Source: an optimization exercise on an open RTL-to-GDS flow (aim: small area, a short achievable clock period and few clock cycles per item). Production flows keep margins and buffers that such runs may drop.
RTL that was checked went through simulation tests only; none was proved equivalent to the original.
No functional check of the RTL was part of runs 4, 6 and 7.
Power and IR drop assume default switching activity.

### flow/constraint.sdc
create_clock -name core_clock -period 6.0 [get_ports {CLK_IN}]
set_input_delay 1.2000 -clock core_clock [delete_from_list [all_inputs] [get_ports {CLK_IN}]]
set_output_delay 1.2000 -clock core_clock [all_outputs]
set_load 0.01 [all_outputs]
### flow/flow/run.sh
#!/bin/bash
# The standard layout (the standard.sh: unchanged synthesis, floorplan,
# placement, CTS, routing), with the port buffers that buffer_ports inserts
# made plain buffers instead of the default delay-cell buffers.
set -euo pipefail
export BUFFER_PORTS_ARGS="-buffer_cell sky130_fd_sc_hd__buf_2"
bash standard.sh > standard.log 2>&1
### flow/standard.sh
#!/bin/bash
# synth_recipe.tcl (not shown) runs the flow's synth.tcl, then flattens the netlist and writes it again
# the make line also repeats each setting of config.mk as NAME=value (left out here)
make -C /OpenROAD-flow-scripts/flow DESIGN_CONFIG=/design/flow/config.mk WORK_HOME=/design/flow/orfs CLKGATE_MAP_FILE= SYNTH_SCRIPT=/design/flow/synth_recipe.tcl "${@:-finish}"
### flow/config.mk
export PLATFORM = sky130hd
export DESIGN_NAME = Microprocessor
export DESIGN_NICKNAME = Microprocessor
export VERILOG_FILES = /design/flow/design.v
export SDC_FILE = /design/flow/constraint.sdc
export NUM_CORES = 4
export LEC_CHECK = 0
export CAP_MARGIN = 20
export CORE_MARGIN = 2
export CORE_UTILIZATION = 40
export CTS_BUF_LIST = sky130_fd_sc_hd__clkbuf_8
export CTS_CLUSTER_DIAMETER = 50
export CTS_CLUSTER_SIZE = 18
export SETUP_SLACK_MARGIN = 2
export SLEW_MARGIN = 20
### flow/design.v
`timescale 1ns / 1ps
module Control(
    input [1:0] Opcode,
    output [7:0] CtrlSign
    );
	assign CtrlSign = (Opcode == 2'b00) ? 8'b11000001 :
					(Opcode == 2'b01) ? 8'b01101010 :
					(Opcode == 2'b10) ? 8'b00100100 :
					8'b00010000;
endmodule
`timescale 1ns / 1ps
module State_Control(
    input [1:0] State,
    output State_Reg_Write,
    output State_Memory,
    output State_PC
    );
	assign State_Memory = (State == 2'b00);
	assign State_Reg_Write = (State == 2'b01);
	assign State_PC = (State == 2'b10);
endmodule
`timescale 1ns / 1ps
module Freq_Div(
    input CLK_IN,
    input RST,
    output reg [1:0] State
    );
	always @(posedge CLK_IN or posedge RST) begin
		if(RST) begin
			State <= 2'b00;
		end else begin
			if(State == 2'b10) begin
				State <= 2'b00;
			end else begin
				State <= State + 2'b01;
			end
		end
	end
endmodule
`timescale 1ns / 1ps
module PC(
    input CLK,
    input RST,
    input Jump,
    input [7:0] Imm,
    output reg [7:0] PCout
    );
	always @(posedge CLK or posedge RST) begin
		if(RST) begin
			PCout <= 0;
		end else begin
			PCout <= PCout + 8'd1 + (Jump ? Imm : 8'd0);
		end
	end
endmodule
`timescale 1ns / 1ps
module MUX(
    input [7:0] NumA,
    input [7:0] NumB,
    input Select,
    output [7:0] Result
    );
	assign Result = (Select == 1'b0) ? NumA : NumB;
endmodule
`timescale 1ns / 1ps
module Reg_Data_Select_Converter(
    input [3:0] IN,
    output reg [1:0] OUT
    );
	always @(*) begin
		if(IN[0] == 1) begin
			OUT = 2'b00;
		end else if(IN[1] == 1) begin
			OUT = 2'b01;
		end else if(IN[2] == 1) begin
			OUT = 2'b10;
		end else if(IN[3] == 1) begin
			OUT = 2'b11;
		end else begin
			OUT = 2'b00;
		end
	end
endmodule
`timescale 1ns / 1ps
module Registers(
    input CLK,
    input RST,
    input [1:0] Read_Reg1,
    input [1:0] Read_Reg2,
    input [1:0] Write_Reg,
    input [7:0] Reg_Write_Data,
    input RegWrite,
    input [7:0] Result,
	input [1:0] Reg_Data_Select,
	output [7:0] Reg_Data,
    output [7:0] Read_Data1,
    output [7:0] Read_Data2,
    output reg [7:0] Reg_Write_Data_Save
    );
	reg [7:0] register0;
	reg [7:0] register1;
	reg [7:0] register2;
	reg [7:0] register3;
	assign Read_Data1 = (Read_Reg1 == 2'b00) ? register0 :
						(Read_Reg1 == 2'b01) ? register1 :
						(Read_Reg1 == 2'b10) ? register2 :
						register3;
	assign Read_Data2 = (Read_Reg2 == 2'b00) ? register0 :
						(Read_Reg2 == 2'b01) ? register1 :
						(Read_Reg2 == 2'b10) ? register2 :
						register3;
	assign Reg_Data = (Reg_Data_Select == 2'b00) ? register0 :
					  (Reg_Data_Select == 2'b01) ? register1 :
					  (Reg_Data_Select == 2'b10) ? register2 :
					  register3;
	always @(posedge CLK) begin
		if(RST) begin
			register0 <= 0;
			register1 <= 0;
			register2 <= 0;
			register3 <= 0;
		end else if(RegWrite == 1'b1) begin
			case(Write_Reg)
				2'b00 : register0 <= Reg_Write_Data;
				2'b01 : register1 <= Reg_Write_Data;
				2'b10 : register2 <= Reg_Write_Data;
				2'b11 : register3 <= Reg_Write_Data;
			endcase
		end
	end
	always @(posedge CLK or posedge RST) begin
		if(RST) begin
			Reg_Write_Data_Save <= 0;
		end else begin
			Reg_Write_Data_Save <= Result;
		end
	end
endmodule
`timescale 1ns / 1ps
module ALU(
    input [7:0] NumA,
    input [7:0] NumB,
    input ALUOP,
    output [7:0] Result
    );
	assign Result = NumA + NumB;
endmodule
`timescale 1ns / 1ps
module v8_to_5_Compressor(
    input [7:0] Address8bits,
    output [4:0] Address5bits
    );
	assign Address5bits = Address8bits[4:0];
endmodule
`timescale 1ns / 1ps
module Data_Memory(
    input CLK,
    input RST,
    input [4:0] Address,
    input [7:0] Write_Data,
    input MemWrite,
    output [7:0] Read_Data
    );
	reg [255:0] mem;
	wire [7:0] wd_lo = Write_Data & {8{~RST}};
	wire [7:0] wd_hi = Write_Data | {8{RST}};
	genvar i;
	generate
		for(i = 0; i < 32; i = i + 1) begin : word
			wire [7:0] init = (i < 16) ? i : (16 - i);
			wire       en   = RST | (MemWrite && Address == i);
			always @(posedge CLK) begin
				if(en) begin
					mem[8*i +: 8] <= (init & wd_hi) | (~init & wd_lo);
				end
			end
		end
	endgenerate
	assign Read_Data = mem[8*Address +: 8];
endmodule
`timescale 1ns / 1ps
module Sign_Extend(
    input [1:0] IN,
    output [7:0] OUT
    );
	assign OUT = (IN[1] == 1) ? 8'b11111100 + IN : 8'b00000000 + IN;
endmodule
module v7_Segment(input [3:0] hex, output [6:0] seg); wire [3:0] h = hex;
assign seg[0] = ~((~h[3] & ~h[2] & ~h[1] & h[0]) | (~h[3] & h[2] & ~h[1] & ~h[0]) | (h[3] & ~h[2] & h[1] & h[0]) | (h[3] & h[2] & ~h[1] & h[0]));
assign seg[1] = ~((~h[3] & h[2] & ~h[1] & h[0]) | (h[3] & h[2] & ~h[0]) | (h[3] & h[1] & h[0]) | (h[2] & h[1] & ~h[0]));
assign seg[2] = ~((~h[3] & ~h[2] & h[1] & ~h[0]) | (h[3] & h[2] & h[1]) | (h[3] & h[2] & ~h[0]));
assign seg[3] = ~((~h[3] & ~h[2] & ~h[1] & h[0]) | (~h[3] & h[2] & ~h[1] & ~h[0]) | (h[3] & ~h[2] & h[1] & ~h[0]) | (h[2] & h[1] & h[0]));
assign seg[4] = ~((~h[3] & h[2] & ~h[1]) | (~h[3] & h[0]) | (~h[2] & ~h[1] & h[0]));
assign seg[5] = ~((~h[3] & ~h[2] & h[1]) | (~h[3] & ~h[2] & h[0]) | (~h[3] & h[1] & h[0]) | (h[3] & h[2] & ~h[1] & h[0]));
assign seg[6] = ~((~h[3] & ~h[2] & ~h[1]) | (~h[3] & h[2] & h[1] & h[0]) | (h[3] & h[2] & ~h[1] & ~h[0]));
endmodule
`timescale 1ns / 1ps
module Microprocessor(
    input [7:0] Instruction,
    input CLK_IN,
    input RST,
	input [3:0] SEL_REG,
    output [7:0] Read_Address,	 
    output [6:0] SEG1,   
	output [6:0] SEG2,	 
	output [6:0] SEG3,   
	output [6:0] SEG4,	 
	output [6:0] SEG5,   
	output [6:0] SEG6	 
    );
	wire [1:0] op = Instruction[7:6];
	wire [1:0] rs = Instruction[5:4];
	wire [1:0] rt = Instruction[3:2];
	wire [1:0] rd = Instruction[1:0];
	wire [7:0] Imm;
	wire [7:0] Read_Data1, Read_Data2, Read_Data;
	wire [7:0] Reg_Data;
	wire [7:0] Reg_Write_Data_Save;
	wire [1:0] Reg_Data_Select;
	Sign_Extend SE1(.IN(Instruction[1:0]), .OUT(Imm));
	wire is_load  = (op == 2'b01);
	wire is_store = (op == 2'b10);
	wire is_jump  = (op == 2'b11);
	wire [7:0] Sum  = Read_Data1 + Read_Data2;	 
	wire [7:0] Addr = Read_Data1 + Imm;		 
	wire [7:0] Result = is_load ? Read_Data : (is_store ? Addr : Sum);
	PC P1(.CLK(CLK_IN), .RST(RST), .Jump(is_jump), .Imm(Imm), .PCout(Read_Address));
	Reg_Data_Select_Converter RDSC1(.IN(SEL_REG), .OUT(Reg_Data_Select));
	Registers R1(.CLK(CLK_IN), .RST(RST), .Read_Reg1(rs), .Read_Reg2(rt),
				.Write_Reg(is_load ? rt : rd), .Reg_Write_Data(is_load ? Read_Data : Sum),
				.RegWrite(op[1] == 1'b0), .Result(Result),
				.Read_Data1(Read_Data1), .Read_Data2(Read_Data2),
				.Reg_Write_Data_Save(Reg_Write_Data_Save),
				.Reg_Data_Select(Reg_Data_Select), .Reg_Data(Reg_Data));
	Data_Memory D1(.CLK(CLK_IN), .RST(RST), .Address(Addr[4:0]),
				.Write_Data(Read_Data2), .MemWrite(is_store), .Read_Data(Read_Data));
	v7_Segment V1(.hex(Reg_Write_Data_Save[7:4]), .seg(SEG1));
	v7_Segment V2(.hex(Reg_Write_Data_Save[3:0]), .seg(SEG2));
	v7_Segment V3(.hex(Read_Address[7:4]), .seg(SEG3));
	v7_Segment V4(.hex(Read_Address[3:0]), .seg(SEG4));
	v7_Segment V5(.hex(Reg_Data[7:4]), .seg(SEG5));
	v7_Segment V6(.hex(Reg_Data[3:0]), .seg(SEG6));
endmodule
==> flow_summary.json, run 1 <==
{
  "synth_edf_count": 256,
  "wl_per_cell_um": 24.1,
  "cap_violations": 0,
  "fmax_mhz": 248,
  "max-slew-margin-rel_pct": 36.7,
  "status": "no timing/DRC/antenna violations",
  "dr_total_vias": 10600,
  "port_buffers": 63,
  "syn-cell-area_um2": 15100,
  "synth.top_cells.by_area": "edfxtp_1 51%, mux4_2 9.2%, dfxtp_1 4.2%",
  "cp_top_family": "buffers and inverters",
  "initialDrtViolationCount": 1303,
  "nets": 1331,
  "hpwl_um": 28100,
  "core_um2": 37500,
  "hold_class": "flip-flop to flip-flop",
  "die_y_um": 199,
  "syn_inst": 1180,
  "area_growth_pct": 17.7,
  "critPathLaunchType": "input port",
  "ir_drop_mv": 0.235,
  "cts_buffer_depth": 3,
  "numCtsBuffers": 29,
  "drt-pass1-iter-count": 5,
  "grt_pass1_vias": 9962,
  "yosysTopAreaCell": "edfxtp_1",
  "crit_path_top_delay_cell": "o41ai_4",
  "cts_hold_buf": 0,
  "power.static_leakage_uw": 0.00657,
  "ys_async_sr_fraction_pct": 5.26,
  "arrival_ns": 2.83,
  "fp-row-count": 71,
  "finalHoldViolCount": 0,
  "required_ns": 4.80,
  "crit_path_max_fanout": 8,
  "antenna_found_initial": 1,
  "slowest_delay_ns": 0.33,
  "yosys_warnings": 4,
  "fin_crit_sh_pct": 67.1,
  "h-tree-depth": 1,
  "postSynthAreaPerCell_um2": 12.8,
  "drc": 0,
  "wirelength_um": 44000,
  "start_util_pct": 40.4,
  "path_class": "input port to output port",
  "clk_pin_slew_ns": 0.10,
  "syn_nets": 1219,
  "grt_overflow": 0,
  "yosysSeqAreaShare_pct": 57.6,
  "grt_max_degree": 37,
  "clock_skew_ns": 0.0380,
  "via_per_inst": 5.83,
  "crit_path_end_kind": "output port",
  "ys_types": 79,
  "final_max_slew_viol_count": 0,
  "yosysMostFrequentCell": "edfxtp_1",
  "antenna_cells": 0,
  "internal_power_uw": 3790,
  "place_congestion": 0.902,
  "switching_share_pct": 33.1,
  "clockPowerShare_pct": 26.7,
  "p_comb_share_pct": 27.1,
  "cts_tree": "done",
  "grt_pass1_wl_um": 63000,
  "tightest_slew_ns": 0.950,
  "ant_nets": 0,
  "fin_total_pwr_uw": 5670,
  "p_seq_share_pct": 46.2,
  "clock-sinks": 304,
  "die_x_um": 199,
  "rsz0062_at_grt": "true",
  "utilization_pct": 47.5,
  "die-area_um2": 39400,
  "path_cells": "buf_6 > nor3_4 > buf_4 > buf_4 > o41ai_4 > buf_6 > nor2b_4 > and2b_1 > nand3b_1 > o31ai_2 > buf_2",
  "critical_path_buf_inv_count": 5,
  "synth_commonest_cells": "256 x edfxtp_1, 169 x nand2_1, 73 x nor2_1, 62 x mux4_2, 60 x o21ai_0",
  "root_buffer": "clkbuf_8",
  "clock_latency_ns": 0.66,
  "ys_seq_elements": 304,
  "fin_crit_ns": 4.03,
  "finalSetupViolCount": 0,
  "drive_gt1_share_pct": 28.8,
  "yosys.area.top_type_share_pct": 50.8,
  "fill_cells": 3331,
  "synth_ff_type": "edfxtp_1",
  "timing.setup.tns_ns": 0,
  "io_pins": 64,
  "power.density_nw_per_um2": 318,
  "grtUsageTotal_pct": 21.8,
  "switchingPower_uw": 1880
}
-- per-layer routing --
metal  up-vias  GRT usage [%]  wire length (µm)
li1       4731              -                 -
met1      5319           29.4             18300
met2       475           34.9             20600
met3       114           3.98              3080
met4         0           9.07              1920
met5         -              0                 0
-- layout make-up --
class | instances | area (µm²) | share of cell area, %
clock buffers | 29 | 399 | 2.24
multi-input cells | 777 | 6410 | 36.0
well taps | 511 | 639 | 3.59
repair buffers | 155 | 1240 | 6.95
inverters | 25 | 97.6 | 0.548
flip-flops and latches | 304 | 8730 | 49.0
clock inverters | 23 | 300 | 1.69
-- worst min-delay path, cell delays in order, from the launching register on --
cell	delay, ns
dfxtp_1	0.35
nand2_1	0.07
o32ai_1	0.07
-- stage by stage --
step,cell area [µm²],instances,setup WS (ns),hold WS [ns]
detailed placement,16100,1704,0.861,0.500
global placement,16100,1704,0.897,0.502
CTS,17300,1787,1.97,0.525
global route,17800,1824,1.87,0.545
finish,17800,1824,1.97,0.531
floorplan,15300,1180,1.71,0.471
-- worst paths after layout --
kind	startpoint	end	slack [ns]	cells past startpoint
worst max-delay path	SEL_REG[2]	SEG5[3]	1.97	11
worst min-delay path	R1.register3[7]	R1.register3[7]	0.53	2
worst max register to register	R1.register3[0]	R1.Reg_Write_Data_Save[6]	2.40	13
worst min register to register	R1.register3[7]	R1.register3[7]	0.53	2
max in group asynchronous	RST	R1.Reg_Write_Data_Save[6]	4.08	3
min in group asynchronous	RST	P1.PCout[7]	1.67	3
-- power by group through the flow --
stage | sequential, µW | clock, µW | combinational [µW]
2_1_floorplan | 2560 | 0 | 1020
3_5_place_dp | 2670 | 0 | 1380
3_3_place_gp | 2660 | 0 | 1360
6_report | 2620 | 1520 | 1540
5_1_grt | 2650 | 1610 | 1660
4_1_cts | 2620 | 1530 | 1450
-- state kept, by name, summed over array words and instances, names as in the netlist --
name and flops:
D1.mem 256, P1.PCout 8, R1.Reg_Write_Data_Save 8, R1.register0 8
R1.register1 8, R1.register2 8, R1.register3 8
-- cell usage in the layout, fill, tap and decap left out, types with 7 or more instances in the layout --
master      n
o22ai_1    17
nand2_1   141
mux2_2      7
and2_1     14
or2_2       9
o21ai_1    15
dfrtp_1    16
inv_1      23
a21oi_1    46
ha_1       22
dfxtp_1    32
nand3_1    24
a31oi_1    20
o21ai_0    50
clkbuf_8   29
a21o_1      9
nor2b_1     9
mux2i_1    25
a22oi_1     7
mux4_1      7
edfxtp_1  256
nor2_1     69
mux4_2     63
and3_1     11
nor3_1     12
buf_4      71
buf_6      10
nand2b_1   13
nand2_2    28
buf_12      7
xor2_1     11
xnor2_1    16
buf_2      60
-- what timing repair did --
action	4_1_cts	5_1_grt
gates resized for setup	49	35
gates cloned	2	1
pin swaps	15	24
setup endpoints to repair	286	143
hold endpoints to repair	0	0
buffers inserted	29	36
-- kinds of logic (layout without fill, tap and decap cells) --
logic type	after synthesis	count (layout)	synth area share (%)
flops	304	304	57.6
xor+xnor	34	34	2.26
simple gates	369	369	11.1
buf+inv	99	232	2.98
fa+ha+maj	25	25	2.17
compound gates	246	246	11.0
mux	103	103	12.9
Testbench counts, summed over its fixed seeds: cycles 6,109, instructions 6,109.
==> run 2: changes to the inputs <==
--- a/flow/config.mk
+++ b/flow/config.mk
@@ -9,6 +9,5 @@
 export CORE_MARGIN = 2
-export CORE_UTILIZATION = 40
+export CORE_UTILIZATION = 55
 export CTS_BUF_LIST = sky130_fd_sc_hd__clkbuf_8
-export CTS_CLUSTER_DIAMETER = 50
-export CTS_CLUSTER_SIZE = 18
+export PLACE_DENSITY = 0.75
 export SETUP_SLACK_MARGIN = 2
==> flow_summary.json, run 2 <==
{
  "ant_nets": 0,
  "timing.setup.tns_ns": 0,
  "wirelength_um": 43000,
  "wl_per_cell_um": 25.5,
  "final_cell_mix": "256 x edfxtp_1, 140 x nand2_1, 65 x nor2_1",
  "area_growth_pct": 18.6,
  "regMostFlops": "D1.mem",
  "grt_pass1_vias": 10500,
  "fp-row-count": 60,
  "power.density_nw_per_um2": 327,
  "die-area_um2": 28900,
  "r2r_slack_ns": 2.37,
  "cap_violations": 0,
  "numCtsBuffers": 48,
  "required_ns": 4.80,
  "crit_path_end": "SEG5[3]",
  "die_x_um": 170,
  "critPathLaunchType": "input port",
  "port_buffers": 63,
  "yosysMostFrequentCell": "edfxtp_1",
  "rsz0062_at_grt": "true",
  "crit_cells": 9,
  "fill_cells": 1872,
  "grt_busiest_layer": "met2",
  "yosysSeqAreaShare_pct": 57.6,
  "drt-pass1-iter-count": 7,
  "clock-sinks": 304,
  "h-tree-depth": 2,
  "path_class": "input port to output port",
  "critical_path_buf_inv_count": 5,
  "p_comb_share_pct": 26.2,
  "io_pins": 64,
  "grt_use_met3_pct": 5.40,
  "regToRegEndpoint": "R1.register0[3]",
  "drive_gt1_share_pct": 29.3,
  "crit_path_top_delay_cell": "o41a_1",
  "rr_startpoint": "R1.register3[1]",
  "syn_nets": 1219,
  "clock_latency_ns": 0.59,
  "crit_start": "SEL_REG[1]",
  "root_buffer": "clkbuf_8",
  "ys_seq_elements": 304,
  "cts_tree": "done",
  "antenna_found_initial": 0,
  "fin_crit_sh_pct": 70.2,
  "ys_types": 79,
  "clock_skew_ns": 0.0314,
  "place_congestion": 0.939,
  "ys_async_sr_fraction_pct": 5.26,
  "finalHoldViolCount": 0,
  "cp_top_family": "compound AO/OA/AOI/OAI gates",
  "power.static_leakage_uw": 0.00676,
  "layout_commonest_cell": "edfxtp_1",
  "hold_class": "flip-flop to flip-flop",
  "synth_commonest_cells": "256 x edfxtp_1, 169 x nand2_1, 73 x nor2_1, 62 x mux4_2, 60 x o21ai_0",
  "grt_max_degree": 44,
  "internal_power_uw": 4020,
  "grtUsageTotal_pct": 29.0,
  "antenna_cells": 0,
  "status": "no timing/DRC/antenna violations",
  "synth.top_cells.by_area": "edfxtp_1 51%, mux4_2 9.2%, dfxtp_1 4.2%",
  "synth_edf_count": 256,
  "p_seq_share_pct": 44.7,
  "cts_hold_buf": 0,
  "utilization_pct": 66.5,
  "worstRegToRegCells": 11,
  "fmax_mhz": 238,
  "clockPowerShare_pct": 29.1,
  "switchingPower_uw": 1860,
  "switching_share_pct": 31.6,
  "clk_pin_slew_ns": 0.06,
  "yosys_warnings": 4,
  "drc": 0,
  "postSynthAreaPerCell_um2": 12.8,
  "dr_total_vias": 11200,
  "grt_overflow": 0,
  "largest_reg_flops": 256,
  "final_cells": 1688,
  "crit_path_end_kind": "output port",
  "fin_crit_ns": 4.21,
  "gr-usage-met2_pct": 47.2,
  "place_inst": 1535,
  "multi_input_area_um2": 6490,
  "tightest_slew_ns": 1.08,
  "grt_pass1_wl_um": 62300,
  "finalSetupViolCount": 0,
  "grtUsageMet1_pct": 38.7,
  "hpwl_um": 27000,
  "syn-cell-area_um2": 15100,
  "final_max_slew_viol_count": 0,
  "arrival_ns": 3.01,
  "die_y_um": 170,
  "core_um2": 27000,
  "synth_ff_type": "edfxtp_1",
  "initialDrtViolationCount": 1535,
  "yosysTopAreaCell": "edfxtp_1",
  "yosys.area.top_type_share_pct": 50.8,
  "syn_inst": 1180,
  "start_util_pct": 56.0,
  "ir_drop_mv": 0.260,
  "cts_buffer_depth": 3,
  "slowest_delay_ns": 0.41,
  "crit_path_max_fanout": 5,
  "nets": 1353,
  "max-slew-margin-rel_pct": 28.2,
  "via_per_inst": 6.64,
  "path_cells": "buf_8 > nand2b_4 > buf_12 > buf_6 > o22ai_4 > o41a_1 > buf_1 > o31ai_1 > buf_2",
  "seqCellArea_um2": 8730
}
==> run 2: repair_timing <==
item / in CTS / in global routing
pin swaps: 15 / 22
endpoints found under the setup margin: 304 / 159
cloned: 0 / 2
setup buffers: 43 / 25
gates resized for setup: 28 / 81
==> run 2: metal layers <==
metal / share of wire (%) / vias to the layer above
met5: 0 / -
met4: 5.0 / 0
met3: 11 / 177
met2: 48 / 789
met1: 37 / 5447
li1: - / 4788
==> run 2: kinds of logic (layout without fill, tap and decap cells) <==
group           Yosys count  in the layout  share of synthesized area, %
flops                   304            304                          57.6
compound gates          246            246                          11.0
fa+ha+maj                25             25                          2.17
mux                     103            103                          12.9
simple gates            369            369                          11.1
buf+inv                  99            266                          2.98
xor+xnor                 34             34                          2.26
==> run 2: power by group through the flow <==
stage | clock network (µW) | registers (µW) | logic, µW
CTS | 1710 | 2620 | 1440
floorplan | 0 | 2560 | 1020
finish | 1710 | 2630 | 1540
global route | 1800 | 2650 | 1640
global placement | 0 | 2660 | 1330
detailed placement | 0 | 2670 | 1360
==> run 2: worst min-delay path, cell delays in order (launching register included) <==
cell and delay, ns:
dfxtp_1 0.34, nand2_1 0.07, o32ai_1 0.07
==> run 2: worst min path at each step <==
stage,slack (ns),start,cells after the start,end
after floorplan,0.47,R1.register0[7],2,R1.register0[7]
after global placement,0.50,R1.register2[7],2,R1.register2[7]
after detailed placement,0.51,R1.register1[7],2,R1.register1[7]
after CTS,0.52,R1.register1[7],2,R1.register1[7]
after global routing,0.56,R1.register1[7],2,R1.register1[7]
final,0.54,R1.register3[7],2,R1.register3[7]
==> run 2: final cells by class <==
cell class / count / area share [%]
multi-input combinational: 777 / 36.1
timing repair buffer: 158 / 7.24
tap: 341 / 2.38
sequential: 304 / 48.6
inverter: 25 / 0.543
clock inverter: 30 / 1.07
clock buffer: 53 / 4.06
==> run 2: per-stage QoR <==
stage / hold slack (ns) / total power [µW] / setup WS, ns / area [µm²]
3_3_place_gp: 0.497 / 3990 / 1.03 / 15900
3_5_place_dp: 0.506 / 4020 / 0.957 / 15900
6_report: 0.539 / 5880 / 1.79 / 18000
5_1_grt: 0.563 / 6100 / 1.77 / 18000
2_1_floorplan: 0.471 / 3580 / 1.71 / 15300
4_1_cts: 0.518 / 5770 / 1.97 / 17400
==> run 3: changes to the inputs <==
--- a/flow/config.mk
+++ b/flow/config.mk
@@ -9,5 +9,4 @@
 export CORE_MARGIN = 2
-export CORE_UTILIZATION = 55
-export CTS_BUF_LIST = sky130_fd_sc_hd__clkbuf_8
-export PLACE_DENSITY = 0.75
+export CORE_UTILIZATION = 40
+export CTS_BUF_LIST = sky130_fd_sc_hd__clkbuf_4 sky130_fd_sc_hd__clkbuf_8
 export SETUP_SLACK_MARGIN = 2
==> flow_summary.json, run 3 <==
{
  "nets": 1353,
  "place_congestion": 0.902,
  "io_pins": 64,
  "required_ns": 4.80,
  "finalSetupViolCount": 0,
  "h-tree-depth": 2,
  "synth.top_cells.by_area": "edfxtp_1 51%, mux4_2 9.2%, dfxtp_1 4.2%",
  "arrival_ns": 2.88,
  "r2r_slack_ns": 2.43,
  "fill_cells": 3315,
  "fmax_mhz": 245,
  "layout_commonest_cell": "edfxtp_1",
  "max-slew-margin-rel_pct": 38.4,
  "finalHoldViolCount": 0,
  "multi_input_area_um2": 6430,
  "clock_latency_ns": 0.61,
  "grt_pass1_wl_um": 63800,
  "critPathLaunchType": "input port",
  "yosysSeqAreaShare_pct": 57.6,
  "numCtsBuffers": 49,
  "synth_commonest_cells": "256 x edfxtp_1, 169 x nand2_1, 73 x nor2_1, 62 x mux4_2, 60 x o21ai_0",
  "clock-sinks": 304,
  "root_buffer": "clkbuf_8",
  "clock_skew_ns": 0.0280,
  "dr_total_vias": 10800,
  "ir_drop_mv": 0.205,
  "drive_gt1_share_pct": 30.8,
  "status": "no timing/DRC/antenna violations",
  "via_per_inst": 5.79,
  "wirelength_um": 44400,
  "crit_path_end": "SEG5[0]",
  "worstRegToRegCells": 12,
  "ys_async_sr_fraction_pct": 5.26,
  "yosysMostFrequentCell": "edfxtp_1",
  "grt_overflow": 0,
  "initialDrtViolationCount": 1107,
  "fin_total_pwr_uw": 5970,
  "crit_path_max_fanout": 7,
  "syn_nets": 1219,
  "area_growth_pct": 19.9,
  "crit_start": "SEL_REG[1]",
  "power.density_nw_per_um2": 329,
  "fin_crit_sh_pct": 68.0,
  "seqCellArea_um2": 8730,
  "die_x_um": 199,
  "yosys_warnings": 4,
  "regToRegEndpoint": "D1.mem[91]",
  "syn-cell-area_um2": 15100,
  "cts_hold_buf": 0,
  "yosys.area.top_type_share_pct": 50.8,
  "path_class": "input port to output port",
  "wl_per_cell_um": 23.7,
  "rr_startpoint": "R1.register2[0]",
  "ant_nets": 0,
  "drc": 0,
  "final_cell_mix": "256 x edfxtp_1, 141 x nand2_1, 73 x buf_4",
  "tightest_slew_ns": 0.924,
  "drt-pass1-iter-count": 6,
  "final_max_slew_viol_count": 0,
  "ys_types": 79,
  "power.static_leakage_uw": 0.00677,
  "timing.setup.tns_ns": 0,
  "start_util_pct": 40.4,
  "synth_ff_type": "edfxtp_1",
  "clk_pin_slew_ns": 0.06,
  "cts_tree": "done",
  "antenna_found_initial": 1,
  "crit_path_end_kind": "output port",
  "regMostFlops": "D1.mem",
  "die_y_um": 199,
  "hold_class": "flip-flop to flip-flop",
  "fin_crit_ns": 4.08,
  "die-area_um2": 39400,
  "fp-row-count": 71,
  "rsz0062_at_grt": "true",
  "yosysTopAreaCell": "edfxtp_1",
  "ys_seq_elements": 304,
  "synth_edf_count": 256,
  "grt_max_degree": 37,
  "port_buffers": 63,
  "hpwl_um": 28100,
  "postSynthAreaPerCell_um2": 12.8,
  "grt_pass1_vias": 10300,
  "grtUsageTotal_pct": 22.1,
  "cts_buffer_depth": 3,
  "syn_inst": 1180,
  "core_um2": 37500,
  "cap_violations": 0,
  "largest_reg_flops": 256
}
-- run 3: cell counts after synthesis --
Identical to the previous run, type by type.
-- run 3: kinds of logic (layout without fill, tap and decap cells) --
| family | after synthesis | after routing | synth area share, % |
|---|---|---|---|
| AO/OA/AOI/OAI | 246 | 246 | 11.0 |
| XOR/XNOR | 34 | 34 | 2.26 |
| adder cells (fa/ha/maj) | 25 | 25 | 2.17 |
| buffers and inverters | 99 | 274 | 2.98 |
| flip-flops | 304 | 304 | 57.6 |
| multiplexers | 103 | 103 | 12.9 |
| other | 0 | 2 | 0 |
| AND/OR/NAND/NOR | 369 | 369 | 11.1 |
-- run 3: what timing repair did --
action / in CTS / in global routing
cloned: 2 / 1
pin swaps: 17 / 23
setup endpoints to repair: 294 / 96
endpoints found under the hold margin: 0 / 0
buffers inserted: 29 / 38
gates resized for setup: 46 / 48
-- run 3: cell type report --
cell class / count / area share, %
Clock buffer: 71 / 4.62
Sequential cell: 304 / 48.1
Clock inverter: 21 / 0.786
Timing Repair Buffer: 157 / 6.99
Antenna cell: 2 / 0.0276
Tap cell: 511 / 3.52
Multi-Input combinational cell: 777 / 35.4
Inverter: 25 / 0.538
-- run 3: report_power, final --
group          internal (µW)  switching (µW)
logic                    660             875
registers               2460             167
clock network            954             852
-- run 3: how the worst min path moves through the flow --
stage | slack [ns] | startpoint | to | depth (start not counted)
6_report | 0.52 | R1.register1[7] | R1.register1[7] | 2
5_1_grt | 0.54 | R1.register3[7] | R1.register3[7] | 2
4_1_cts | 0.52 | R1.register3[7] | R1.register3[7] | 2
3_5_place_dp | 0.50 | R1.register3[7] | R1.register3[7] | 2
3_3_place_gp | 0.50 | R1.register2[7] | R1.register2[7] | 2
2_1_floorplan | 0.47 | R1.register0[7] | R1.register0[7] | 2
-- run 3: stage by stage --
step | hold slack, ns | cell area (µm²) | std cells | util, % | worst slack, ns
after global placement | 0.502 | 16100 | 1704 | 43.0 | 0.897
after CTS | 0.521 | 17600 | 1827 | 47.0 | 1.95
after floorplan | 0.471 | 15300 | 1180 | - | 1.71
after detailed placement | 0.500 | 16100 | 1704 | 43.0 | 0.861
final | 0.523 | 18200 | 1868 | 48.4 | 1.92
after global routing | 0.540 | 18100 | 1866 | 48.4 | 1.87
-- run 3: critical path, stage by stage --
cell and delay [ns]:
buf_8 0.09, nand2b_4 0.16, buf_12 0.12, o22ai_4 0.06, o41ai_4 0.34, buf_6 0.18, nor2b_4 0.05, and2b_1 0.16
buf_4 0.13, mux2i_1 0.18, buf_2 0.18
-- run 3: per-layer routing --
metal  GRT usage, %  wire [µm]  vias to the layer above
li1               -          -                     4794
met2           35.4      20700                      490
met1           29.0      18200                     5407
met3           4.73       3540                      123
met5              0          0                        -
met4           10.1       1980                        0
==> run 4: changes to the inputs <==
--- a/flow/design.v
+++ b/flow/design.v
@@ -115,3 +115,3 @@
 					  register3;
-	always @(posedge CLK) begin
+	always @(posedge CLK or posedge RST) begin
 		if(RST) begin
@@ -178,3 +178,15 @@
 	endgenerate
-	assign Read_Data = mem[8*Address +: 8];
+	function [7:0] sel4(input [1:0] s, input [7:0] a, input [7:0] b, input [7:0] c, input [7:0] d);
+		sel4 = s[1] ? (s[0] ? d : c) : (s[0] ? b : a);
+	endfunction
+	wire [7:0] l1 [0:7];
+	generate
+		for(i = 0; i < 8; i = i + 1) begin : lev1
+			assign l1[i] = sel4(Address[1:0], mem[32*i +: 8], mem[32*i+8 +: 8],
+								mem[32*i+16 +: 8], mem[32*i+24 +: 8]);
+		end
+	endgenerate
+	wire [7:0] l2a = sel4(Address[3:2], l1[0], l1[1], l1[2], l1[3]);
+	wire [7:0] l2b = sel4(Address[3:2], l1[4], l1[5], l1[6], l1[7]);
+	assign Read_Data = Address[4] ? l2b : l2a;
 endmodule
--- a/flow/config.mk
+++ b/flow/config.mk
@@ -10,3 +10,3 @@
 export CORE_UTILIZATION = 40
-export CTS_BUF_LIST = sky130_fd_sc_hd__clkbuf_4 sky130_fd_sc_hd__clkbuf_8
+export CTS_BUF_LIST = sky130_fd_sc_hd__clkbuf_8
 export SETUP_SLACK_MARGIN = 2
==> flow_summary.json, run 4 <==
{
  "rsz0062_at_grt": "true",
  "fin_total_pwr_uw": 12200,
  "crit_path_max_fanout": 8,
  "fin_crit_sh_pct": 71.6,
  "power.density_nw_per_um2": 674,
  "drt-pass1-iter-count": 5,
  "synth_compound_area_share_pct": 7.34,
  "path_cells": "buf_4 > mux4_2 > ha_2 > xnor2_4 > buf_8 > buf_12 > buf_12 > mux4_2 > mux4_2 > mux2i_4 > nand2_1 > o21a_2 > mux2_4",
  "tightest_slew_ns": 1.13,
  "wl_per_cell_um": 23.3,
  "syn-cell-area_um2": 14600,
  "cts_hold_buf": 0,
  "switching_share_pct": 39.1,
  "initialDrtViolationCount": 663,
  "grt_pass1_wl_um": 56900,
  "grt_max_degree": 50,
  "yosysTopAreaCell": "edfxtp_1",
  "place_congestion": 0.800,
  "p_comb_share_pct": 56.3,
  "die_x_um": 195,
  "yosys_warnings": 4,
  "path_common_cell": "mux4_2",
  "regMostFlops": "D1.mem",
  "ys_async_sr_fraction_pct": 15.8,
  "max-slew-margin-rel_pct": 24.7,
  "ant_nets": 0,
  "syn_inst": 990,
  "root_buffer": "clkbuf_8",
  "finalHoldViolCount": 0,
  "grt_pass1_vias": 9251,
  "hold_class": "flip-flop to flip-flop",
  "clock_latency_ns": 0.62,
  "synth-adder-area-share_pct": 2.31,
  "postSynthAreaPerCell_um2": 14.8,
  "clock-sinks": 304,
  "switchingPower_uw": 4780,
  "largest_reg_flops": 256,
  "path_class": "input port to flip-flop",
  "synthXorXnorAreaFrac_pct": 1.91,
  "crit_path_end_kind": "flip-flop",
  "synth.area.mux_share_pct": 18.6,
  "die-area_um2": 38200,
  "syn_nets": 1029,
  "grt_overflow": 0,
  "h-tree-depth": 2,
  "io_pins": 64,
  "cts_buffer_depth": 3,
  "place_ws_ns": 0.522,
  "via_per_inst": 5.73,
  "final_max_slew_viol_count": 0,
  "drc": 0,
  "hpwl_um": 23700,
  "dr_total_vias": 9353,
  "cap_violations": 0,
  "finalSetupViolCount": 0,
  "port_buffers": 63,
  "crit_path_top_delay_cell": "mux4_2",
  "synth_edf_count": 256,
  "synth_ff_type": "edfxtp_1",
  "drive_gt1_share_pct": 38.1,
  "slowest_delay_ns": 0.61,
  "ir_drop_mv": 0.304,
  "status": "no timing/DRC/antenna violations",
  "internal_power_uw": 7440,
  "antenna_found_initial": 0,
  "p_seq_share_pct": 27.8,
  "area_growth_pct": 23.9,
  "yosys.area.top_type_share_pct": 52.5,
  "synthSimpleGateAreaFrac_pct": 6.73,
  "finalWorstSetupSlack_ns": 1.71,
  "numCtsBuffers": 52,
  "critPathLaunchType": "input port",
  "yosysSeqAreaShare_pct": 60.7,
  "clk_pin_slew_ns": 0.06,
  "die_y_um": 195,
  "layout_commonest_cell": "edfxtp_1",
  "synth_top_family_by_area": "multiplexers",
  "required_ns": 6.48,
  "start_util_pct": 40.3,
  "cts_tree": "done",
  "clock_skew_ns": 0.0573,
  "ys_seq_elements": 304,
  "fin_crit_ns": 4.29,
  "arrival_ns": 4.77,
  "synth_commonest_cells": "256 x edfxtp_1, 95 x mux4_2, 89 x nand2_1, 59 x o21ai_0, 50 x a21oi_1",
  "grtUsageTotal_pct": 19.9,
  "ys_types": 50,
  "wirelength_um": 37900,
  "fmax_mhz": 233,
  "fp-row-count": 70,
  "core_um2": 36300,
  "nets": 1163,
  "final_cell_mix": "256 x edfxtp_1, 95 x mux4_2, 69 x nand2_1",
  "power.static_leakage_uw": 0.00661,
  "yosysMostFrequentCell": "edfxtp_1",
  "clockPowerShare_pct": 16.0,
  "synth.top_cells.by_area": "edfxtp_1 52%, mux4_2 15%, dfrtp_1 8.2%",
  "timing.setup.tns_ns": 0
}
==> run 4: cell count changes after synthesis, moves of 8 or more <==
cell	change
dfrtp_1	+32
o22ai_1	-24
mux4_1	-8
buf_2	-13
mux4_2	+33
nand2_1	-80
and3_1	-8
mux2_2	+26
nor2_1	-31
dfxtp_1	-32
nand3_1	-9
a31oi_1	-8
==> run 4: timing repair <==
item / 4_1_cts / 5_1_grt
cloned: 3 / 2
endpoints found under the setup margin: 212 / 277
resized for setup: 77 / 71
setup buffers: 34 / 18
pin swaps: 16 / 26
==> run 4: power by group through the flow <==
stage	Sequential (µW)	Clock, µW	Combinational (µW)
detailed placement	3420	0	5610
global route	3470	2090	7310
CTS	3390	1990	6530
floorplan	3200	0	4170
finish	3390	1950	6880
global placement	3400	0	5570
==> run 4: layout make-up <==
type / instances / area [µm²]
Clock inverter: 34 / 303
Fill cell: 3026 / 18200
Multi-Input combinational cell: 601 / 6200
Antenna cell: 2 / 5.00
Sequential cell: 304 / 8890
Timing Repair Buffer: 137 / 1280
Clock buffer: 57 / 785
Inverter: 28 / 110
Tap cell: 468 / 586
==> run 4: kinds of logic after synthesis <==
logic type,count (synthesis)
fa+ha+maj,26
simple gates,213
mux,149
buf+inv,87
xor+xnor,32
flops,304
compound gates,179
==> run 4: routing by layer <==
metal	vias up	part of all wire, %	GRT usage (%)
met3	66	5.5	3.92
met1	4853	42	26.4
met4	0	2.3	5.88
met5	-	0	0
li1	4143	-	-
met2	291	50	33.5
==> run 4: critical path, delay by kind of cell <==
family	cells	cell delay (ns)
AND/OR/NAND/NOR	1	0.08
AO/OA/AOI/OAI	1	0.18
XOR/XNOR	1	0.15
buffers and inverters	4	0.60
multiplexers	5	2.09
adder cells (fa/ha/maj)	1	0.44
==> run 4: through the flow <==
step	hold slack [ns]	utilization (%)	cells	area [µm²]
final	0.565	49.9	1631	18100
after detailed placement	0.546	43.4	1481	15800
after global placement	0.540	43.4	1481	15800
after floorplan	0.512	-	990	15000
after CTS	0.559	48.6	1609	17700
after global routing	0.579	49.9	1629	18100
==> run 4: path summary, 6_finish.rpt <==
check | to | from | cells past startpoint | slack [ns]
max | R1.register3[6] | Instruction[4] | 13 | 1.71
min | R1.register3[2] | R1.register3[2] | 1 | 0.57
max reg2reg | R1.register3[6] | R1.register0[1] | 13 | 2.02
min reg2reg | R1.register3[2] | R1.register3[2] | 1 | 0.57
max in group asynchronous | R1.Reg_Write_Data_Save[0] | RST | 3 | 4.06
min in group asynchronous | R1.register2[1] | RST | 3 | 1.46
==> run 5: changes to the inputs <==
--- a/flow/design.v
+++ b/flow/design.v
@@ -115,3 +115,3 @@
 					  register3;
-	always @(posedge CLK or posedge RST) begin
+	always @(posedge CLK) begin
 		if(RST) begin
@@ -178,15 +178,3 @@
 	endgenerate
-	function [7:0] sel4(input [1:0] s, input [7:0] a, input [7:0] b, input [7:0] c, input [7:0] d);
-		sel4 = s[1] ? (s[0] ? d : c) : (s[0] ? b : a);
-	endfunction
-	wire [7:0] l1 [0:7];
-	generate
-		for(i = 0; i < 8; i = i + 1) begin : lev1
-			assign l1[i] = sel4(Address[1:0], mem[32*i +: 8], mem[32*i+8 +: 8],
-								mem[32*i+16 +: 8], mem[32*i+24 +: 8]);
-		end
-	endgenerate
-	wire [7:0] l2a = sel4(Address[3:2], l1[0], l1[1], l1[2], l1[3]);
-	wire [7:0] l2b = sel4(Address[3:2], l1[4], l1[5], l1[6], l1[7]);
-	assign Read_Data = Address[4] ? l2b : l2a;
+	assign Read_Data = mem[8*Address +: 8];
 endmodule
==> flow/flow/run.sh (replaced) <==
#!/bin/bash
# The standard layout (standard.sh), with the standard synthesis run
# unchanged first. The layout steps then run with:
#  - plain buffers (buf_2) on the ports instead of delay-cell buffers,
#  - timing repair allowed to change a cell's footprint (sky130hd's
#    config.mk restricts the floorplan and CTS repairs to same-footprint
#    swaps).
set -euo pipefail
bash standard.sh synth > synth.log 2>&1
bash standard.sh "BUFFER_PORTS_ARGS=-buffer_cell sky130_fd_sc_hd__buf_2" MATCH_CELL_FOOTPRINT=0 finish > layout.log 2>&1
--- a/flow/config.mk
+++ b/flow/config.mk
@@ -10,3 +10,2 @@
 export CORE_UTILIZATION = 40
-export CTS_BUF_LIST = sky130_fd_sc_hd__clkbuf_8
 export SETUP_SLACK_MARGIN = 2
==> flow_summary.json, run 5 <==
{
  "slowest_delay_ns": 0.54,
  "regMostFlops": "D1.mem",
  "largest_reg_flops": 256,
  "cap_violations": 0,
  "yosysSeqAreaShare_pct": 57.6,
  "synth.top_cells.by_area": "edfxtp_1 51%, mux4_2 9.2%, dfxtp_1 4.2%",
  "synth_compound_area_share_pct": 11.0,
  "fin_crit_ns": 4.06,
  "required_ns": 4.80,
  "final_max_slew_viol_count": 0,
  "max-slew-margin-rel_pct": 20.8,
  "place_ws_ns": 0.882,
  "h-tree-depth": 2,
  "clock-sinks": 304,
  "die-area_um2": 39400,
  "ys_async_sr_fraction_pct": 5.26,
  "final_cell_mix": "256 x edfxtp_1, 136 x nand2_1, 88 x buf_4",
  "dr_total_vias": 11000,
  "synth-adder-area-share_pct": 2.17,
  "finalSetupViolCount": 0,
  "synth_edf_count": 256,
  "status": "no timing/DRC/antenna violations",
  "start_util_pct": 40.4,
  "synth.area.mux_share_pct": 12.9,
  "syn_nets": 1219,
  "port_buffers": 63,
  "rsz0062_at_grt": "true",
  "numCtsBuffers": 34,
  "drive_gt1_share_pct": 30.6,
  "ant_nets": 0,
  "arrival_ns": 2.86,
  "clk_pin_slew_ns": 0.06,
  "drt-pass1-iter-count": 6,
  "io_pins": 64,
  "critPathLaunchType": "input port",
  "drc": 0,
  "synthSimpleGateAreaFrac_pct": 11.1,
  "tightest_slew_ns": 1.19,
  "finalHoldViolCount": 0,
  "initialDrtViolationCount": 1138,
  "grt_max_degree": 33,
  "hpwl_um": 29400,
  "syn_inst": 1180,
  "cts_buffer_depth": 3,
  "ys_seq_elements": 304,
  "synth_commonest_cells": "256 x edfxtp_1, 169 x nand2_1, 73 x nor2_1, 62 x mux4_2, 60 x o21ai_0",
  "via_per_inst": 5.92,
  "fp-row-count": 71,
  "timing.setup.tns_ns": 0,
  "cts_tree": "done",
  "grt_pass1_vias": 10200,
  "path_class": "input port to output port",
  "postSynthAreaPerCell_um2": 12.8,
  "crit_path_max_fanout": 8,
  "core_um2": 37500,
  "yosys.area.top_type_share_pct": 50.8,
  "path_cells": "buf_12 > nand2b_4 > buf_6 > o22ai_4 > o41a_1 > nand2b_1 > a21oi_2 > a31oi_1 > buf_2",
  "ys_types": 79,
  "layout_commonest_cell": "edfxtp_1",
  "min_from": "R1.register2[7]",
  "rr_startpoint": "R1.register1[0]",
  "place_congestion": 0.913,
  "grt_pass1_wl_um": 65100,
  "crit_path_top_delay_cell": "o41a_1",
  "grtUsageTotal_pct": 22.5,
  "antenna_found_initial": 0,
  "yosysMostFrequentCell": "edfxtp_1",
  "cts_hold_buf": 0,
  "grt_overflow": 0,
  "synth_ff_type": "edfxtp_1",
  "wirelength_um": 45600,
  "root_buffer": "clkbuf_16",
  "nets": 1362,
  "clock_latency_ns": 0.53,
  "fin_total_pwr_uw": 6250,
  "synth_top_family_by_area": "multiplexers",
  "die_y_um": 199,
  "clock_skew_ns": 0.0234,
  "yosys_warnings": 4,
  "power.static_leakage_uw": 0.00693,
  "synthXorXnorAreaFrac_pct": 2.26,
  "fmax_mhz": 246,
  "finalWorstSetupSlack_ns": 1.94,
  "area_growth_pct": 22.8,
  "die_x_um": 199,
  "crit_path_end_kind": "output port",
  "syn-cell-area_um2": 15100,
  "crit_start": "SEL_REG[1]",
  "fin_crit_sh_pct": 67.7,
  "power.density_nw_per_um2": 336,
  "wl_per_cell_um": 24.5,
  "ir_drop_mv": 0.242,
  "hold_class": "flip-flop to flip-flop",
  "yosysTopAreaCell": "edfxtp_1"
}
-- run 5: changes by cell type after synthesis, moves of 13 or more --
cell,previous run,this run
mux2_2,33,7
dfxtp_1,0,32
mux4_2,95,62
o22ai_1,0,24
nor2_1,42,73
buf_2,4,17
nand2_1,89,169
dfrtp_1,48,16
-- run 5: area by class of cell --
| class | instances | area (µm²) |
|---|---|---|
| repair buffers | 181 | 1550 |
| fillers | 3230 | 18900 |
| inverters | 25 | 97.6 |
| flip-flops and latches | 304 | 8730 |
| clock inverters | 15 | 125 |
| clock buffers | 46 | 937 |
| multi-input cells | 777 | 6510 |
| well taps | 511 | 639 |
| diodes | 1 | 2.50 |
-- run 5: routing by layer --
layer | GRT usage, % | wire length [µm] | vias up
li1 | - | - | 4817
met1 | 30.6 | 18600 | 5517
met2 | 36.4 | 21500 | 551
met3 | 3.83 | 3750 | 134
met4 | 8.15 | 1750 | 0
met5 | 0 | 0 | -
-- run 5: worst paths after layout --
path	end	cells past startpoint	slack (ns)
max	SEG5[6]	9	1.94
min	R1.register2[7]	2	0.56
max reg2reg	R1.register0[6]	11	2.40
min reg2reg	R1.register2[7]	2	0.56
max in group asynchronous	R1.Reg_Write_Data_Save[0]	3	4.02
min in group asynchronous	P1.PCout[7]	2	1.17
-- run 5: cell families (layout without fill, tap and decap cells) --
group | Yosys count | after routing
flip-flops | 304 | 304
XOR/XNOR | 34 | 34
AND/OR/NAND/NOR | 369 | 369
other | 0 | 1
AO/OA/AOI/OAI | 246 | 246
multiplexers | 103 | 103
buffers and inverters | 99 | 267
adder cells (fa/ha/maj) | 25 | 25
-- run 5: critical path, delay by kind of cell --
| kind | cells | cell delay, ns |
|---|---|---|
| AOI/OAI and AO/OA | 4 | 0.81 |
| and+or+nand+nor | 2 | 0.47 |
| buffers and inverters | 3 | 0.37 |
-- run 5: per-stage QoR --
| stage | hold WS [ns] | utilization [%] | instance area, µm² | cells |
|---|---|---|---|---|
| after global placement | 0.526 | 43.0 | 16100 | 1706 |
| after detailed placement | 0.541 | 43.0 | 16100 | 1706 |
| final | 0.555 | 49.6 | 18600 | 1860 |
| after CTS | 0.543 | 47.8 | 17900 | 1820 |
| after floorplan | 0.471 | - | 15300 | 1180 |
| after global routing | 0.577 | 49.6 | 18600 | 1859 |
-- run 5: what timing repair did --
action / 4_1_cts / 5_1_grt
pin swaps: 21 / 28
endpoints found under the setup margin: 310 / 178
cloned: 1 / 4
setup buffers: 52 / 35
resized for setup: 56 / 67
-- run 5: power by group --
| group | switching, µW | leakage [µW] | internal (µW) |
|---|---|---|---|
| Clock | 852 | 0.000518 | 1150 |
| Sequential | 168 | 0.00302 | 2460 |
| Combinational | 911 | 0.00339 | 705 |
| Total | 1930 | 0.00693 | 4310 |
Testbench counts of run 5, summed over its fixed seeds: cycles 6,109, instructions 6,109.
==> run 6: changes to the inputs <==
--- a/flow/design.v
+++ b/flow/design.v
@@ -93,4 +93,5 @@
     input [7:0] Result,
-	input [1:0] Reg_Data_Select,
-	output [7:0] Reg_Data,
+	input [3:0] SEL_REG,
+	output [6:0] SEG_High,
+	output [6:0] SEG_Low,
     output [7:0] Read_Data1,
@@ -111,20 +112,28 @@
 						register3;
-	assign Reg_Data = (Reg_Data_Select == 2'b00) ? register0 :
-					  (Reg_Data_Select == 2'b01) ? register1 :
-					  (Reg_Data_Select == 2'b10) ? register2 :
-					  register3;
+	wire [6:0] s0h, s0l, s1h, s1l, s2h, s2l, s3h, s3l;
+	v7_Segment V0H(.hex(register0[7:4]), .seg(s0h));
+	v7_Segment V0L(.hex(register0[3:0]), .seg(s0l));
+	v7_Segment V1H(.hex(register1[7:4]), .seg(s1h));
+	v7_Segment V1L(.hex(register1[3:0]), .seg(s1l));
+	v7_Segment V2H(.hex(register2[7:4]), .seg(s2h));
+	v7_Segment V2L(.hex(register2[3:0]), .seg(s2l));
+	v7_Segment V3H(.hex(register3[7:4]), .seg(s3h));
+	v7_Segment V3L(.hex(register3[3:0]), .seg(s3l));
+	wire p0 = SEL_REG[0] | (SEL_REG[3:1] == 3'b000);
+	wire p1 = ~SEL_REG[0] & SEL_REG[1];
+	wire p2 = ~SEL_REG[0] & ~SEL_REG[1] & SEL_REG[2];
+	wire p3 = ~SEL_REG[0] & ~SEL_REG[1] & ~SEL_REG[2] & SEL_REG[3];
+	assign SEG_High = ({7{p0}} & s0h) | ({7{p1}} & s1h) | ({7{p2}} & s2h) | ({7{p3}} & s3h);
+	assign SEG_Low  = ({7{p0}} & s0l) | ({7{p1}} & s1l) | ({7{p2}} & s2l) | ({7{p3}} & s3l);
+	wire [7:0] wd = Reg_Write_Data & {8{~RST}};
+	wire we = RegWrite & ~RST;
+	wire en0 = RST | (we & (Write_Reg == 2'b00));
+	wire en1 = RST | (we & (Write_Reg == 2'b01));
+	wire en2 = RST | (we & (Write_Reg == 2'b10));
+	wire en3 = RST | (we & (Write_Reg == 2'b11));
 	always @(posedge CLK) begin
-		if(RST) begin
-			register0 <= 0;
-			register1 <= 0;
-			register2 <= 0;
-			register3 <= 0;
-		end else if(RegWrite == 1'b1) begin
-			case(Write_Reg)
-				2'b00 : register0 <= Reg_Write_Data;
-				2'b01 : register1 <= Reg_Write_Data;
-				2'b10 : register2 <= Reg_Write_Data;
-				2'b11 : register3 <= Reg_Write_Data;
-			endcase
-		end
+		if(en0) register0 <= wd;
+		if(en1) register1 <= wd;
+		if(en2) register2 <= wd;
+		if(en3) register3 <= wd;
 	end
@@ -216,5 +225,3 @@
 	wire [7:0] Read_Data1, Read_Data2, Read_Data;
-	wire [7:0] Reg_Data;
 	wire [7:0] Reg_Write_Data_Save;
-	wire [1:0] Reg_Data_Select;
 	Sign_Extend SE1(.IN(Instruction[1:0]), .OUT(Imm));
@@ -227,3 +234,2 @@
 	PC P1(.CLK(CLK_IN), .RST(RST), .Jump(is_jump), .Imm(Imm), .PCout(Read_Address));
-	Reg_Data_Select_Converter RDSC1(.IN(SEL_REG), .OUT(Reg_Data_Select));
 	Registers R1(.CLK(CLK_IN), .RST(RST), .Read_Reg1(rs), .Read_Reg2(rt),
@@ -233,3 +239,3 @@
 				.Reg_Write_Data_Save(Reg_Write_Data_Save),
-				.Reg_Data_Select(Reg_Data_Select), .Reg_Data(Reg_Data));
+				.SEL_REG(SEL_REG), .SEG_High(SEG5), .SEG_Low(SEG6));
 	Data_Memory D1(.CLK(CLK_IN), .RST(RST), .Address(Addr[4:0]),
@@ -240,4 +246,2 @@
 	v7_Segment V4(.hex(Read_Address[3:0]), .seg(SEG4));
-	v7_Segment V5(.hex(Reg_Data[7:4]), .seg(SEG5));
-	v7_Segment V6(.hex(Reg_Data[3:0]), .seg(SEG6));
-endmodule
+endmodule
==> flow/run.sh (new file) <==
#!/bin/bash
# synth_recipe.tcl (not shown) runs the flow's synth.tcl, then flattens the netlist and writes it again
# the make line also repeats each setting of config.mk as NAME=value (left out here)
make -C /OpenROAD-flow-scripts/flow DESIGN_CONFIG=/design/flow/config.mk WORK_HOME=/design/flow/orfs CLKGATE_MAP_FILE= SYNTH_SCRIPT=/design/flow/synth_recipe.tcl finish
removed: flow/flow/run.sh
removed: flow/standard.sh
==> flow_summary.json, run 6 <==
{
  "postPlaceCellArea_um2": 16800,
  "finalHoldViolCount": 0,
  "yosysMostFrequentCell": "edfxtp_1",
  "clk_pin_slew_ns": 0.06,
  "synth_ff_type": "edfxtp_1",
  "critPathLaunchType": "input port",
  "holdPathStages": 3,
  "numCtsBuffers": 31,
  "io_pins": 64,
  "ys_seq_elements": 304,
  "yosys_warnings": 3,
  "clockPowerShare_pct": 17.6,
  "hold_class": "flip-flop to flip-flop",
  "grt_pass1_wl_um": 60700,
  "ys_async_sr_fraction_pct": 5.26,
  "area_growth_pct": 20.8,
  "clock-sinks": 304,
  "cts_buffer_depth": 3,
  "fin_hold_ws_ns": 0.894,
  "synth_edf_count": 288,
  "hpwl_um": 26600,
  "yosysTopAreaCell": "edfxtp_1",
  "die-area_um2": 40500,
  "wl_per_cell_um": 22.3,
  "postSynthAreaPerCell_um2": 13.0,
  "grt_busiest_layer": "met2",
  "final_cells": 1823,
  "finalSetupViolCount": 0,
  "status": "no timing/DRC/antenna violations",
  "ant_nets": 0,
  "max-slew-margin-rel_pct": 28.6,
  "die_y_um": 201,
  "syn_nets": 1234,
  "fp-row-count": 72,
  "regMostFlops": "D1.mem",
  "grt_overflow": 0,
  "switching_share_pct": 37.9,
  "root_buffer": "clkbuf_16",
  "cap_violations": 0,
  "timing.setup.tns_ns": 0,
  "crit_path_end_kind": "flip-flop",
  "fin_crit_ns": 4.20,
  "wirelength_um": 40600,
  "final_max_slew_viol_count": 0,
  "cts_tree": "done",
  "grt_pass1_vias": 10000,
  "place_inst": 1716,
  "syn-cell-area_um2": 15600,
  "power.static_leakage_uw": 0.00670,
  "layout_commonest_cell": "edfxtp_1",
  "antenna_cells": 0,
  "fin_area_um2": 18800,
  "clock_latency_ns": 0.58,
  "path_class": "input port to flip-flop",
  "die_x_um": 201,
  "yosys.area.top_type_share_pct": 55.6,
  "tightest_slew_ns": 1.07,
  "required_ns": 6.28,
  "core_um2": 38600,
  "fill_cells": 3383,
  "drt-pass1-iter-count": 6,
  "h-tree-depth": 1,
  "yosysSeqAreaShare_pct": 58.1,
  "via_per_inst": 5.78,
  "grt_use_met3_pct": 3.17,
  "p_comb_share_pct": 50.6,
  "crit_path_max_fanout": 5,
  "nets": 1321,
  "largest_reg_flops": 256,
  "place_congestion": 0.877,
  "clock_skew_ns": 0.0150,
  "fmax_mhz": 238,
  "grtUsageMet1_pct": 26.5,
  "start_util_pct": 40.4,
  "grt_max_degree": 35,
  "power.density_nw_per_um2": 600,
  "rsz0062_at_grt": "true",
  "gr-usage-met2_pct": 32.6,
  "drc": 0,
  "dr_total_vias": 10500,
  "ys_types": 63,
  "ir_drop_mv": 0.351,
  "switchingPower_uw": 4280,
  "synth_commonest_cells": "288 x edfxtp_1, 175 x nand2_1, 87 x mux4_2, 68 x clkbuf_1, 67 x nor2_1",
  "synth.top_cells.by_area": "edfxtp_1 56%, mux4_2 13%, nand2_1 4.2%",
  "p_seq_share_pct": 31.7,
  "worstRegToRegCells": 10,
  "port_buffers": 63,
  "grtUsageTotal_pct": 19.6,
  "arrival_ns": 4.48,
  "fin_crit_sh_pct": 70.0,
  "initialDrtViolationCount": 951,
  "final_cell_mix": "288 x edfxtp_1, 146 x nand2_1, 87 x mux4_2",
  "internal_power_uw": 7020,
  "drive_gt1_share_pct": 24.1,
  "antenna_found_initial": 0,
  "syn_inst": 1195
}
## run 6: path summary, 6_finish.rpt
path	from	to	slack (ns)
max	Instruction[1]	R1.register0[7]	1.80
min	P1.PCout[0]	P1.PCout[0]	0.89
max reg2reg	R1.register0[2]	R1.register0[7]	1.91
min reg2reg	P1.PCout[0]	P1.PCout[0]	0.89
max in group asynchronous	RST	R1.Reg_Write_Data_Save[1]	3.99
min in group asynchronous	RST	R1.Reg_Write_Data_Save[3]	1.73
## run 6: through the flow
step	utilization (%)	setup WS (ns)	total power (µW)
2_1_floorplan	-	1.62	6780
3_3_place_gp	43.7	0.337	8330
3_5_place_dp	43.7	0.327	8390
4_1_cts	48.1	1.79	11000
5_1_grt	48.8	1.76	11900
6_report	48.8	1.80	11300
## run 6: timing repair
action,4_1_cts,5_1_grt
cloned,2,2
resized for setup,108,42
hold buffers,0,0
endpoints found under the setup margin,310,206
buffers inserted,37,10
pin swaps,19,14
## run 6: layout make-up
| type | count | area, µm² | share of cell area [%] |
|---|---|---|---|
| Timing Repair Buffer | 139 | 1460 | 7.77 |
| Inverter | 29 | 109 | 0.579 |
| Sequential cell | 304 | 9050 | 48.1 |
| Clock buffer | 35 | 791 | 4.20 |
| Tap cell | 518 | 648 | 3.45 |
| Clock inverter | 21 | 258 | 1.37 |
| Multi-Input combinational cell | 777 | 6490 | 34.5 |
## run 6: layer usage
layer	part of all wire, %	up-vias	routed length (µm)
met3	6.8	82	2770
met5	0	-	0
met1	42	5283	17000
li1	-	4770	-
met4	3.0	0	1220
met2	48	398	19600
## run 6: power by group through the flow
| stage | clock network, µW | registers (µW) | logic (µW) |
|---|---|---|---|
| final | 1990 | 3590 | 5720 |
| after global routing | 2100 | 3670 | 6120 |
| after CTS | 2020 | 3580 | 5400 |
| after detailed placement | 0 | 3620 | 4770 |
| after global placement | 0 | 3610 | 4720 |
| after floorplan | 0 | 3200 | 3590 |
## run 6: cell families (layout without fill, tap and decap cells)
family / count (synthesis) / in the layout / synth area share (%)
buffers and inverters: 114 / 224 / 3.00
multiplexers: 105 / 105 / 13.8
AND/OR/NAND/NOR: 371 / 371 / 10.9
XOR/XNOR: 33 / 33 / 1.86
adder cells (fa/ha/maj): 25 / 25 / 2.11
AO/OA/AOI/OAI: 243 / 243 / 10.2
flip-flops: 304 / 304 / 58.1
## run 6: critical path: stages
cell	delay (ns)
clkdlybuf4s50_1	0.50
inv_2	0.08
fa_4	0.55
xnor2_4	0.17
buf_12	0.15
buf_12	0.13
buf_8	0.12
mux4_2	0.53
mux4_2	0.57
a211oi_4	0.38
nor3_4	0.08
==> run 7: changes to the inputs <==
--- a/flow/design.v
+++ b/flow/design.v
@@ -127,13 +127,16 @@
 	assign SEG_Low  = ({7{p0}} & s0l) | ({7{p1}} & s1l) | ({7{p2}} & s2l) | ({7{p3}} & s3l);
-	wire [7:0] wd = Reg_Write_Data & {8{~RST}};
-	wire we = RegWrite & ~RST;
-	wire en0 = RST | (we & (Write_Reg == 2'b00));
-	wire en1 = RST | (we & (Write_Reg == 2'b01));
-	wire en2 = RST | (we & (Write_Reg == 2'b10));
-	wire en3 = RST | (we & (Write_Reg == 2'b11));
 	always @(posedge CLK) begin
-		if(en0) register0 <= wd;
-		if(en1) register1 <= wd;
-		if(en2) register2 <= wd;
-		if(en3) register3 <= wd;
+		if(RST) begin
+			register0 <= 0;
+			register1 <= 0;
+			register2 <= 0;
+			register3 <= 0;
+		end else if(RegWrite == 1'b1) begin
+			case(Write_Reg)
+				2'b00 : register0 <= Reg_Write_Data;
+				2'b01 : register1 <= Reg_Write_Data;
+				2'b10 : register2 <= Reg_Write_Data;
+				2'b11 : register3 <= Reg_Write_Data;
+			endcase
+		end
 	end
==> flow/flow/run.sh (new file) <==
#!/bin/bash
# The standard layout (the standard.sh: unchanged synthesis, floorplan,
# placement, CTS, routing), with the port buffers that buffer_ports inserts
# made plain buffers instead of the default delay-cell buffers.
set -euo pipefail
export BUFFER_PORTS_ARGS="-buffer_cell sky130_fd_sc_hd__buf_2"
bash standard.sh > standard.log 2>&1
==> flow/standard.sh (new file) <==
#!/bin/bash
# synth_recipe.tcl (not shown) runs the flow's synth.tcl, then flattens the netlist and writes it again
# the make line also repeats each setting of config.mk as NAME=value (left out here)
make -C /OpenROAD-flow-scripts/flow DESIGN_CONFIG=/design/flow/config.mk WORK_HOME=/design/flow/orfs CLKGATE_MAP_FILE= SYNTH_SCRIPT=/design/flow/synth_recipe.tcl "${@:-finish}"
removed: flow/run.sh
==> flow_summary.json, run 7 <==
{
  "status": "no timing/DRC/antenna violations",
  "critPathLaunchType": "input port",
  "port_buffers": 63,
  "final_cell_mix": "256 x edfxtp_1, 136 x nand2_1, 101 x a21oi_1",
  "yosysTopAreaCell": "edfxtp_1",
  "fp-row-count": 72,
  "syn_nets": 1336,
  "place_congestion": 0.848,
  "crit_path_top_delay_cell": "mux4_2",
  "dr_total_vias": 11200,
  "antenna_cells": 0,
  "via_per_inst": 5.83,
  "arrival_ns": 4.66,
  "fill_cells": 3361,
  "critical_path_buf_inv_count": 5,
  "finalWorstSetupSlack_ns": 1.73,
  "largest_reg_flops": 256,
  "wl_per_cell_um": 22.4,
  "fin_hold_ws_ns": 0.661,
  "fin_crit_ns": 4.27,
  "clock-sinks": 304,
  "die_y_um": 202,
  "ys_types": 69,
  "cts_buffer_depth": 3,
  "yosysSeqAreaShare_pct": 55.6,
  "power.static_leakage_uw": 0.00669,
  "layout_commonest_cell": "edfxtp_1",
  "fin_crit_sh_pct": 71.1,
  "drive_gt1_share_pct": 25.8,
  "worstRegToRegCells": 14,
  "yosysMostFrequentCell": "edfxtp_1",
  "drc": 0,
  "holdPathEnd": "R1.register2[6]",
  "clock_latency_ns": 0.52,
  "fin_total_pwr_uw": 6090,
  "wirelength_um": 42800,
  "ir_drop_mv": 0.177,
  "ant_nets": 0,
  "clk_pin_slew_ns": 0.05,
  "cap_violations": 0,
  "start_util_pct": 40.6,
  "timing.setup.tns_ns": 0,
  "rsz0062_at_grt": "true",
  "h-tree-depth": 2,
  "slowest_delay_ns": 0.53,
  "core_um2": 38700,
  "io_pins": 64,
  "finalSetupViolCount": 0,
  "tightest_slew_ns": 1.31,
  "grt_max_degree": 66,
  "max-slew-margin-rel_pct": 12.5,
  "fmax_mhz": 234,
  "hpwl_um": 26800,
  "final_max_slew_viol_count": 0,
  "place_ws_ns": 0.672,
  "syn_inst": 1297,
  "rr_startpoint": "R1.register0[0]",
  "regToRegEndpoint": "R1.register2[0]",
  "clock_skew_ns": 0.0227,
  "ys_async_sr_fraction_pct": 5.26,
  "hold_class": "flip-flop to flip-flop",
  "yosys_warnings": 3,
  "antenna_found_initial": 0,
  "path_cells": "buf_12 > mux4_2 > ha_4 > inv_2 > fa_4 > xnor2_4 > buf_6 > buf_12 > buf_12 > mux4_2 > mux4_2 > nand2_2 > o211ai_1 > o211a_1 > a21o_1",
  "cts_tree": "done",
  "synth_commonest_cells": "256 x edfxtp_1, 172 x nand2_1, 106 x a21oi_1, 86 x nor2_1, 80 x o21ai_0",
  "crit_path_end_kind": "flip-flop",
  "min_from": "R1.register2[6]",
  "path_class": "input port to flip-flop",
  "regMostFlops": "D1.mem",
  "initialDrtViolationCount": 1279,
  "ys_seq_elements": 304,
  "drt-pass1-iter-count": 6,
  "numCtsBuffers": 34,
  "root_buffer": "clkbuf_16",
  "synth_edf_count": 256,
  "synth_ff_type": "edfxtp_1",
  "die_x_um": 202,
  "crit_path_max_fanout": 7,
  "yosys.area.top_type_share_pct": 48.9,
  "area_growth_pct": 18.4,
  "postSynthAreaPerCell_um2": 12.1,
  "die-area_um2": 40900,
  "grtUsageTotal_pct": 20.7,
  "cts_hold_buf": 0,
  "grt_pass1_wl_um": 64500,
  "nets": 1409,
  "synth.top_cells.by_area": "edfxtp_1 49%, mux4_2 11%, nand2_1 4.1%",
  "holdPathStages": 2,
  "syn-cell-area_um2": 15700,
  "finalHoldViolCount": 0,
  "power.density_nw_per_um2": 327,
  "grt_overflow": 0,
  "r2r_slack_ns": 1.84,
  "required_ns": 6.39,
  "grt_pass1_vias": 10400,
  "cp_top_family": "multiplexers"
}
[run 7: worst max path at each step]
| stage | startpoint | endpoint | slack (ns) | depth (start not counted) |
|---|---|---|---|---|
| after floorplan | Instruction[4] | R1.register0[6] | 1.56 | 13 |
| after global placement | Instruction[4] | R1.register3[5] | 0.74 | 12 |
| after detailed placement | Instruction[4] | R1.register0[5] | 0.67 | 12 |
| after CTS | Instruction[4] | R1.register2[0] | 1.75 | 15 |
| after global routing | Instruction[4] | R1.register2[0] | 1.67 | 15 |
| final | Instruction[4] | R1.register2[0] | 1.73 | 15 |
[run 7: worst reg2reg max path, cell delays in order, from the launching register on]
cell      delay [ns]
dfxtp_1         0.68
mux4_2          0.39
ha_4            0.14
inv_2           0.03
fa_4            0.47
xnor2_4         0.18
buf_6           0.14
buf_12          0.12
buf_12          0.14
mux4_2          0.52
mux4_2          0.53
nand2_2         0.09
o211ai_1        0.17
o211a_1         0.26
a21o_1          0.19
[run 7: cells by family after synthesis]
kind of cell / count (synthesis) / synth area share, %
AOI/OAI and AO/OA: 309 / 12.0
xor gates and xnor gates: 41 / 2.33
adders and majority gates: 25 / 2.09
buffers and inverters: 127 / 3.17
DFF: 304 / 55.6
muxes: 108 / 13.9
and+or+nand+nor: 383 / 10.9
[run 7: timing repair]
action | in CTS | in global routing
pin swaps | 22 | 9
gates cloned | 3 | 0
resized for setup | 50 | 68
setup buffers | 31 | 19
setup endpoints to repair | 301 | 254
[run 7: stage by stage]
stage	utilization [%]	area, µm²	cells
2_1_floorplan	-	15900	1297
3_3_place_gp	42.8	16600	1799
3_5_place_dp	42.8	16600	1799
4_1_cts	46.8	18100	1893
5_1_grt	48.0	18600	1912
6_report	48.0	18600	1912
[run 7: layout make-up]
class	instances	area, µm²	area share, %
multi-input cells	866	6970	37.5
clock inverters	19	126	0.679
flip-flops and latches	304	8730	46.9
clock buffers	41	887	4.77
repair buffers	133	1130	6.06
well taps	518	648	3.48
inverters	31	118	0.632
[run 7: routing by layer]
metal	global-route usage [%]	up-vias	share of wire, %
met5	0	-	0
met4	4.98	0	2.0
met3	3.66	62	7.1
met2	33.9	438	48
met1	28.8	5583	43
li1	-	5069	-
[run 7: power breakdown]
part / switching, µW / leakage (µW) / internal, µW
Clock: 818 / 0.000494 / 1100
Sequential: 191 / 0.00302 / 2460
Combinational: 824 / 0.00317 / 699

Setup slack of run 7, layout unchanged: 1.733 ns with ideal ports, 1.715 ns with driving cells assumed (clock clkbuf_16, inputs buf_2), 1.163 ns with port delays also shifted by the 0.552 ns mid clock arrival.
